From an optimization exercise on the open Yosys and OpenROAD flow, aimed at small area and a short achievable clock period; shortcuts taken in it are not production practice. Only simulation tests tie the RTL to the original design; equivalence was not proved. No activity file was given, so power comes from the tool's default toggle rates.

[design.v]
module Adder #(
    parameter ADDR_WIDTH = 32
) (
    input   [ADDR_WIDTH - 1 : 0]    in1,
    input   [ADDR_WIDTH - 1 : 0]    in2,
    output  [ADDR_WIDTH - 1 : 0]    adder_o
);
assign adder_o = in1 + in2;
endmodule
module AdderPC#(
    parameter ADDR_WIDTH = 32
) (
    input [ADDR_WIDTH - 1 : 0] PC_o,
    output [ADDR_WIDTH - 1 : 0] adder_o
);
assign adder_o = PC_o + 4;
endmodule
module ALU_Control #(
) (
    input   [1:0]   ALUOp,
    input           func7,
    input   [2:0]   func3,
    output  [3:0]   control_o
);
logic [3:0] control_o_reg;
always_comb begin
    case (ALUOp)
        2'b00: begin
            case (func3)
                3'b000: control_o_reg = 4'b0010;  
                3'b110: control_o_reg = 4'b0001;  
                3'b100: control_o_reg = 4'b0100;  
                3'b111: control_o_reg = 4'b0000;
                default: control_o_reg = 4'b1111;
            endcase
        end
        2'b01: control_o_reg = 4'b0110;  
        2'b10: begin
            case ({func7, func3})
                4'b0_000: control_o_reg = 4'b0010;  
                4'b1_000: control_o_reg = 4'b0110;  
                4'b0_111: control_o_reg = 4'b0000;  
                4'b0_110: control_o_reg = 4'b0001;  
                4'b0_100: control_o_reg = 4'b0100;  
                default:  control_o_reg = 4'b1111;
            endcase
        end
        default: control_o_reg = 4'b1111;
    endcase
end
assign control_o = control_o_reg;
endmodule
module ALU #(
) (
    input           [31:0]  in1,
    input           [31:0]  in2,
    input           [3:0]   control_i,
    output signed   [31:0]  ALU_o,
    output                  zero
);
logic   [31:0]  ALU_o_reg;
logic           zero_reg;
always @(control_i or in1 or in2) begin
    case (control_i)
        4'b0000: begin
            ALU_o_reg = in1 & in2;
            zero_reg = 0;
        end
        4'b0001: begin
            ALU_o_reg = in1 | in2;
            zero_reg = 0;
        end
        4'b0010: begin
            ALU_o_reg = in1 + in2;
            zero_reg = 0;
        end
        4'b0110: begin
            ALU_o_reg = in1 - in2;
            zero_reg = (in1 == in2) ? 1 : 0;
        end
        4'b0100: begin
            ALU_o_reg = in1 ^ in2;
            zero_reg = 0;
        end
        default: begin
            zero_reg = 0;
            ALU_o_reg = 0;
        end
    endcase
end
assign ALU_o = ALU_o_reg;
assign zero = zero_reg;
endmodule
module AND (
    input [2:0] func3,  
    input       jump,   
    input       branch,
    input       zero,
    output      and_o
);
assign and_o =  (func3 == 3'b000 & !jump) ? (branch & zero) :    
                (func3 == 3'b001 & !jump) ? (branch & !zero) :   
                (jump) ? 1'b1 : 1'b0;                            
endmodule
module Control_Unit#(
) (
    input  [6:0] instruction,
    output       Branch,
    output       MemRead,
    output       MemtoReg,
    output [1:0] ALUOp,
    output       MemWrite,
    output       ALUSrc,
    output       RegWrite,
    output       Jump            
);
logic        Branch_reg;
logic        MemRead_reg;
logic        MemtoReg_reg;
logic [1:0]  ALUOp_reg;
logic        MemWrite_reg;
logic        ALUSrc_reg;
logic        RegWrite_reg;
logic        Jump_reg;  
always_comb begin
    case (instruction)
        7'b0110011: begin
            {ALUSrc_reg, MemtoReg_reg, RegWrite_reg, MemRead_reg, MemWrite_reg, Branch_reg, ALUOp_reg[1], ALUOp_reg[0], Jump_reg} = 9'b001000100;
        end
        7'b0010011: begin
            {ALUSrc_reg, MemtoReg_reg, RegWrite_reg, MemRead_reg, MemWrite_reg, Branch_reg, ALUOp_reg[1], ALUOp_reg[0], Jump_reg} = 9'b101000000;
        end
        7'b0000011: begin
            {ALUSrc_reg, MemtoReg_reg, RegWrite_reg, MemRead_reg, MemWrite_reg, Branch_reg, ALUOp_reg[1], ALUOp_reg[0], Jump_reg} = 9'b111100000;
        end
        7'b0100011: begin
            {ALUSrc_reg, MemtoReg_reg, RegWrite_reg, MemRead_reg, MemWrite_reg, Branch_reg, ALUOp_reg[1], ALUOp_reg[0], Jump_reg} = 9'b100010000;
        end
        7'b1100011: begin
            {ALUSrc_reg, MemtoReg_reg, RegWrite_reg, MemRead_reg, MemWrite_reg, Branch_reg, ALUOp_reg[1], ALUOp_reg[0], Jump_reg} = 9'b000001010;
        end
        7'b1101111: begin
            {ALUSrc_reg, MemtoReg_reg, RegWrite_reg, MemRead_reg, MemWrite_reg, Branch_reg, ALUOp_reg[1], ALUOp_reg[0], Jump_reg} = 9'b001000001;
        end
        default: begin
            {ALUSrc_reg, MemtoReg_reg, RegWrite_reg, MemRead_reg, MemWrite_reg, Branch_reg, ALUOp_reg[1], ALUOp_reg[0], Jump_reg} = 9'b0;
        end
    endcase
end
assign Branch   = Branch_reg;
assign MemRead  = MemRead_reg;
assign MemtoReg = MemtoReg_reg;
assign ALUOp    = ALUOp_reg;
assign MemWrite = MemWrite_reg;
assign ALUSrc   = ALUSrc_reg;
assign RegWrite = RegWrite_reg;
assign Jump     = Jump_reg;
endmodule
module Data_Memory #(
    parameter ADDR_WIDTH = 32,
    parameter DAT_WIDTH = 32
) (
    input                           clk,
    input                           rst_n,
    input   [ADDR_WIDTH - 1 : 0]    addr,
    input   [DAT_WIDTH - 1 : 0]     wdata,
    input                           MemWrite,
    input                           MemRead,
    output  [DAT_WIDTH - 1 : 0]     rdata
);
reg [DAT_WIDTH - 1 : 0] cpu_mem [0 : 63];
always @(posedge clk or negedge rst_n) begin
    if (!rst_n) begin
        for (int i = 0; i < 64; i++) begin
            cpu_mem[i] <= i%64;
        end
    end else if (MemWrite) begin
        cpu_mem[addr%64] <= wdata;
    end
end
assign rdata = (MemRead) ? cpu_mem[addr%64] : 0;
endmodule
module Immediate_Generator#(
    parameter ADDR_WIDTH = 32
) (
    input   [ADDR_WIDTH - 1 : 0]    instruction,
    input   [6:0]                   opcode,
    output  [31:0]                  ImmExt
);
logic   [31:0]  ImmExt_reg;
always @(*) begin
    case (opcode)
        7'b0010011: begin
            ImmExt_reg = {{20{instruction[31]}}, instruction[31:20]};
        end 
        7'b0000011: begin
            ImmExt_reg = {{20{instruction[31]}}, instruction[31:20]};                     
        end
        7'b0100011: begin
            ImmExt_reg = {{20{instruction[31]}}, instruction[31:25], instruction[11:7]};  
        end
        7'b1100011: begin
            ImmExt_reg = {{19{instruction[31]}}, instruction[31], instruction[7], instruction[30:25], instruction[11:8], 1'b0};  
        end
        7'b1101111: begin
            ImmExt_reg = {{12{instruction[31]}}, instruction[19:12], instruction[20], instruction[30:21], 1'b0};
        end
        default: begin
            ImmExt_reg = 32'b0;
        end
    endcase
end
assign ImmExt = ImmExt_reg;
endmodule
module Mux #(
    parameter DAT_WIDTH = 32   
) (
    input                           sel,
    input       [DAT_WIDTH - 1 : 0] a,
    input       [DAT_WIDTH - 1 : 0] b,
    output      [DAT_WIDTH - 1 : 0] mux_o
);
assign mux_o = (!sel) ? a : b;
endmodule
module Mem_Mux #(
    parameter DAT_WIDTH = 32   
) (
    input       [1:0]               sel,
    input       [DAT_WIDTH - 1 : 0] a,
    input       [DAT_WIDTH - 1 : 0] b,
    input       [DAT_WIDTH - 1 : 0] c,
    output      [DAT_WIDTH - 1 : 0] mux_o
);
assign mux_o = (sel == 2'b00) ? a : (sel == 2'b01) ? b : c;
endmodule
module Program_Counter#(
    parameter ADDR_WIDTH = 32  
) (
    input                           clk,
    input                           rst_n,
    input   [ADDR_WIDTH - 1 : 0]    PC_i,
    output  [ADDR_WIDTH - 1 : 0]    PC_o
);
logic   [ADDR_WIDTH - 1 : 0]    PC_o_reg;
always @(posedge clk or negedge rst_n) begin
    if (!rst_n) begin
        PC_o_reg <= -4;
    end else begin
        PC_o_reg <= PC_i;
    end
end 
assign PC_o = PC_o_reg;
endmodule
module Register_File #(
    parameter ADDR_WIDTH = 32,
    parameter DAT_WIDTH = 32
) (
    input                       clk,
    input                       rst_n,
    input   [4:0]               rs1,
    input   [4:0]               rs2,
    input   [4:0]               rd,
    input                       RegWrite,
    input   [DAT_WIDTH - 1 : 0] wdata,
    output  [DAT_WIDTH - 1 : 0] rdata1, 
    output  [DAT_WIDTH - 1 : 0] rdata2 
);
logic [DAT_WIDTH - 1 : 0] reg_mem [0:31];
always @(posedge clk or negedge rst_n) begin
    if (!rst_n) begin
        for (int i = 0; i < 32; i++) begin
            reg_mem[i] <= i;
        end
    end else if (RegWrite) begin
        reg_mem[rd] <= wdata;
    end
end
assign rdata1 = reg_mem[rs1];
assign rdata2 = reg_mem[rs2];
endmodule
module CPU_Top #(
    parameter ADDR_WIDTH = 32,
    parameter DAT_WIDTH = 32
) (
    input   clk,
    input   rst_n,
    output  [ADDR_WIDTH - 1 : 0]    im_PC_o,
    output  [ADDR_WIDTH - 1 : 0]    im_next_PC_o,
    input   [ADDR_WIDTH - 1 : 0]    im_wdata_i,
    output  [4 : 0]                 rs1_o,
    output  [4 : 0]                 rs2_o,
    output  [4 : 0]                 rd_o,
    output  [ADDR_WIDTH - 1 : 0]    ALU_o,
    output  [ADDR_WIDTH - 1 : 0]    memory_data_o,
    output  [ADDR_WIDTH - 1 : 0]    store_data_o
);
logic   [ADDR_WIDTH - 1 : 0]    PC_top;
logic   [ADDR_WIDTH - 1 : 0]    im_top;
logic   [ADDR_WIDTH - 1 : 0]    ImmExt_top;
logic   [ADDR_WIDTH - 1 : 0]    adder1_o_top;
logic   [ADDR_WIDTH - 1 : 0]    adder2_o_top;
logic   [ADDR_WIDTH - 1 : 0]    ALU_o_top;
logic   [DAT_WIDTH - 1 : 0]     rdata1_top;
logic   [DAT_WIDTH - 1 : 0]     rdata2_top;
logic   [DAT_WIDTH - 1 : 0]     mux_o_ALU_top;
logic   [DAT_WIDTH - 1 : 0]     mux_o_PC_top;
logic   [DAT_WIDTH - 1 : 0]     rdata_mem_top;
logic   [DAT_WIDTH - 1 : 0]     mem_mux_data_o;
logic                           RegWrite_top;
logic                           ALUSrc_top;
logic                           zero_top;
logic                           and_o_top;
logic                           Branch_top;
logic                           MemRead_top;
logic                           MemWrite_top;
logic   [1:0]                   MemtoReg_top;
logic                           Jump_top;
logic   [1:0]                   ALUOp_top;
logic   [3:0]                   control_o_top;
Program_Counter PC (
    .clk(clk),
    .rst_n(rst_n),
    .PC_i(mux_o_PC_top),
    .PC_o(PC_top)
);
AdderPC Add1 (
    .PC_o(PC_top),
    .adder_o(adder1_o_top)
);
assign im_PC_o = PC_top;
assign im_next_PC_o = mux_o_PC_top;  
assign im_top = im_wdata_i;
Register_File Registers (
    .clk(clk),
    .rst_n(rst_n),
    .rs1(im_top[19:15]),
    .rs2(im_top[24:20]),
    .rd(im_top[11:7]),
    .RegWrite(RegWrite_top),
    .wdata(mem_mux_data_o),
    .rdata1(rdata1_top),
    .rdata2(rdata2_top)
);
assign store_data_o = rdata2_top;
assign rs1_o    = im_top[19:15];
assign rs2_o    = im_top[24:20];
assign rd_o     = im_top[11:7];
Immediate_Generator ImmGen (
    .instruction(im_top),
    .opcode(im_top[6:0]),
    .ImmExt(ImmExt_top)
);
Control_Unit Control(
    .instruction(im_top[6:0]),
    .Branch(Branch_top),
    .MemRead(MemRead_top),
    .MemtoReg(MemtoReg_top[0]),
    .ALUOp(ALUOp_top),
    .MemWrite(MemWrite_top),
    .ALUSrc(ALUSrc_top),
    .RegWrite(RegWrite_top),
    .Jump(MemtoReg_top[1])
);
ALU_Control ALU_Control(
    .ALUOp(ALUOp_top),
    .func7(im_top[30]),
    .func3(im_top[14:12]),
    .control_o(control_o_top)
);
ALU ALU(
    .in1(rdata1_top),
    .in2(mux_o_ALU_top),
    .control_i(control_o_top),
    .ALU_o(ALU_o_top),
    .zero(zero_top)
);
assign ALU_o = ALU_o_top;
assign memory_data_o = mem_mux_data_o;
Mux ALU_mux (
    .sel(ALUSrc_top),
    .a(rdata2_top),
    .b(ImmExt_top),
    .mux_o(mux_o_ALU_top)
);
Adder Add2 (
    .in1(PC_top),
    .in2(ImmExt_top),
    .adder_o(adder2_o_top)
);
AND AND (
    .func3(im_top[14:12]),
    .jump(MemtoReg_top[1]),
    .branch(Branch_top),
    .zero(zero_top),
    .and_o(and_o_top)
);
Mux Adder_mux (
    .sel(and_o_top),
    .a(adder1_o_top),
    .b(adder2_o_top),
    .mux_o(mux_o_PC_top)
);
Data_Memory Data_Memory (
    .clk(clk),
    .rst_n(rst_n),
    .addr(ALU_o_top),
    .wdata(rdata2_top),
    .MemWrite(MemWrite_top),
    .MemRead(MemRead_top),
    .rdata(rdata_mem_top)
);
Mem_Mux Memory_mux (
    .sel(MemtoReg_top),
    .a(ALU_o_top),
    .b(rdata_mem_top),
    .c(adder1_o_top),
    .mux_o(mem_mux_data_o)
);
endmodule
[run.sh]
#!/bin/bash
# synth_recipe.tcl (not shown) runs the flow's synth.tcl, then flattens the netlist and writes it again
# the make line also repeats each setting of config.mk as NAME=value (left out here)
make -C /OpenROAD-flow-scripts/flow DESIGN_CONFIG=/design/flow/config.mk WORK_HOME=/design/flow/orfs CLKGATE_MAP_FILE= SYNTH_SCRIPT=/design/flow/synth_recipe.tcl finish
[config.mk]
export PLATFORM = sky130hd
export DESIGN_NAME = CPU_Top
export DESIGN_NICKNAME = CPU_Top
export VERILOG_FILES = /design/flow/design.v
export SDC_FILE = /design/flow/constraint.sdc
export NUM_CORES = 8
export LEC_CHECK = 0
export CAP_MARGIN = 20
export CORE_MARGIN = 2
export CORE_UTILIZATION = 40
export SLEW_MARGIN = 20
[constraint.sdc]
create_clock -name core_clock -period 20.0 [get_ports {clk}]
set_input_delay 4.0000 -clock core_clock [delete_from_list [all_inputs] [get_ports {clk}]]
set_output_delay 4.0000 -clock core_clock [all_outputs]
set_load 0.01 [all_outputs]
==> run notes <==
- Worst hold path depth: 2
- Status: no timing/DRC/antenna violations
- Routed wire length: 826,000 um
- Root Buffer: clkbuf_16
- I/O Buffers: 208
- Register area share after synthesis: between 50% and 60%
- Fraction of layout cells with a size suffix above 1: 12.3%
- Largest register FFs: 2,048
- Synth Flop Type: dfrtp_1
- Reg area: 0.0781 mm2
- RSZ-0062 raised after global routing: no
- Post-route DRC: 0
- Part of the cycle the worst path needs: between 90 and 100%
- Site Rows: 220
- Met3 Track Usage GR: 21.1%
- Hold Crit Start: Data_Memory.cpu_mem[23][31]
- Die Span X: 605 um
- Multi-input logic area: 0.0622 mm2
- Vias: 141k
- CTS tree: done
- VDD IR max: just under 0.00007 V
- Crit-path leading delay family: simple AND/OR/NAND/NOR gates
- Via/cell ratio: 6.91
- Slew @ Worst Pin: around 1400 ps
- Synth Net Count: 15.8k
- Slowest-stage cell, CP: nand2_2
- CTS sink cnt: 3,104
- Max stage delay on crit path: 1020 ps
- FILL cells: 34.7k
- Clk slew on worst S/H paths: 60 ps
- WP data required: 16,000 ps
- Final Wtd Congestion: around 1.1
- Final setup viols: 0
- Worst Path Buf+Inv: 7
- Mapped Cells: 15.6k
- Post_cts resized: 0
- Total CTS buffers: between 300 and 400
- Reg2reg setup slack: 9940 ps
- Max Clk Rate: a little over 0.05 GHz
- R2r endpoint: Registers.reg_mem[21][17]
- First-pass GRT wire length: 1,120,000 um
- Final core area utilization: 46.1%
- I/O pin total: 209
- Cell Pwr Density: ~86 mW/mm2
- Detailed placer's ending HPWL: 531,000 um
- Setup bufs post-CTS: 0
- Die ar.: 0.366 mm2
- Final Max Tran Viols: 0
- FF-to-FF path depth: 22
- Met1 track utilization from global routing: 51.4%
- Initial antenna violation count: between 100 and 150
- Max-cap violations: 0
- P_leak: between 70 and 80 nW
- Gr usage total: 44.2%
- Htree depth: 5
- Min Tclk post-route: ~20,000 ps
- Mapped Area: 0.145 mm2
- Skew-Pair Late Insertion Delay: 1050 ps
- Initial Utilization: 40.2%
- CP endpoint kind: primary output
- Crit path DAT: 15,580 ps
- Worst hold path type: reg -> reg
- Post-cts hold buffer count: 0
- 1st-iter DRT viols: 25.6k
- Warnings from Yosys: 9
- Met2 Use GR: 59.8%
- Layout net count: 15.5k
- Number of global-route vias before repair: 130k
- Synth Area per Inst: 9.24 um2
- Die Ht: 605 um
- Final Hold Fails: 0
- R2r startpoint: Registers.reg_mem[19][2]
- Area grow syn2layout: 14.8%
- Asr flop ratio synth: 100%
- Top Usage Layer GRT: met2
- Final antenna-violating net count: 0
- CTS max path bufs: 4
- EDFF count, synth: 0
- Final TNS setup: 0 ps
- Crit Path Max Fanout: 27
- Yosys cell types: about 110
- Critical Path Start: im_wdata_i[22]
- TritonRoute pass-1 iters: 11
- Worst Skew: 116 ps
- Hold endpoint: Data_Memory.cpu_mem[23][31]
- Type of the worst setup path: in -> out
- Core box area: approximately 0.36 mm2
- Register bit total from synthesis: 3,104
- Worst slew margin relative to its limit: under 10%
- Crit path launch type: input port
- Largest net degree at the start of global routing: 173
- Total grt overflow: 0
- WL per Instance: 40.3 um
[power breakdown]
part	switching, mW	internal, mW
clock	2.84	3.82
combinational	0.916	0.289
sequential	0.0671	6.34
total	3.82	10.4
[through the flow]
step | std cells | area (um2) | power, mW | hold WS, ps | setup WS (ps)
3_3_place_gp | 19800 | 154000 | 7.65 | 453 | 565
4_1_cts | 20400 | 165000 | 14.1 | 474 | 1250
6_report | 20500 | 166000 | 14.3 | 475 | 420
5_1_grt | 20400 | 166000 | 14.5 | 490 | 892
3_5_place_dp | 19800 | 154000 | 7.65 | 462 | 1310
2_1_floorplan | 15600 | 145000 | 6.93 | 441 | 5660
[metal layers]
| layer | vias up | wire (um) |
|---|---|---|
| li1 | 55500 | - |
| met1 | 68000 | 280000 |
| met2 | 13200 | 322000 |
| met3 | 4762 | 127000 |
| met4 | 60 | 96800 |
| met5 | - | 892 |
[cells by family after synthesis]
| family | share of synthesized area [%] |
|---|---|
| buffers and inverters | 4.59 |
| adders and majority gates | 1.15 |
| AOI/OAI and AO/OA | 25.2 |
| xor gates and xnor gates | 0.418 |
| DFF | 54.0 |
| and+or+nand+nor | 13.8 |
| muxes | 0.845 |
[cells in the final DEF, fill, tap and decap left out, types with 246 or more instances in the layout]
master	count
clkbuf_16	342
nand2_1	3509
a22oi_1	725
a22o_1	444
dfrtp_1	2802
dfstp_2	302
a21oi_1	246
buf_4	602
o21ai_0	3189
a221oi_1	408
[layout make-up]
| cell class | instances | area share (%) |
|---|---|---|
| inverter | 189 | 0.438 |
| antenna | 88 | 0.133 |
| timing repair buffer | 838 | 4.31 |
| multi-input combinational | 10900 | 37.5 |
| tap | 4773 | 3.60 |
| clock inverter | 118 | 0.893 |
| clock buffer | 503 | 6.04 |
| sequential | 3104 | 47.1 |
[cell usage after synthesis, drive strengths merged (12+ instances only)]
cell type     n  area [um2]
nand2      3603       13500
o21ai      3272       16500
dfrtp      2802       70100
clkbuf     1240        4660
a22oi       727        5470
a22o        444        3890
a221oi      410        3610
nor2        304        1170
dfstp       302        7940
a21oi       254        1280
buf         236        1250
nand3       214        1080
nand4       203        1270
inv         188         706
ha          127        1590
nor3        106         546
mux2i        95         951
o22ai        76         482
and3         73         457
a221o        68         681
nor4         64         453
a2111oi      48         483
o21a         48         360
xnor2        47         412
a211oi       44         355
o211ai       43         323
a32oi        41         359
a21o         39         293
or4          35         263
a222oi       32         320
nand2b       31         194
a32o         29         290
a31oi        28         175
nor2b        26         163
o2bb2ai      25         219
mux2         24         270
and4         22         193
xor2         22         193
or3          20         125
and2         19         121
o31ai        16         125
or2          13        81.3
o32ai        12         105
[tightest hold or removal path, cell delays in order (launching register included)]
cell and delay [ps]:
dfrtp_1 340, nand2_1 40, o21ai_0 60
[worst max-delay path by stage]
stage	endpoint	cells after the start
5_1_grt	memory_data_o[23]	28
2_1_floorplan	memory_data_o[1]	32
3_5_place_dp	memory_data_o[26]	27
3_3_place_gp	memory_data_o[6]	26
4_1_cts	memory_data_o[26]	27
6_report	memory_data_o[17]	27

==> separate check: timing with driven ports <==
The flow's constraints put no driver on any port. The routed layout listed below was extracted and timed again, unchanged, in two steps. Step 1 assumes that a clkbuf_16 drives the clock port and a buf_2 every other input. Step 2 also shifts input and output timing later by t, the mid clock arrival at the registers, as if the neighbouring blocks saw the same clock. Three values: no drivers, after step 1, after step 2; two values: the first two.
shift t [ns]: 1.111
setup slack, ns: 0.420 / 0.351 / 0.351
latest minus earliest clock arrival (ns): 0.116 / 0.117
worst data-port slew with drivers (ns): 0.13
pins driven straight from the clock port: 1
After both steps setup and hold are still met in this run. The setup slack of this run moves by -0.069 ns with the drivers and by -0.069 ns with both steps.
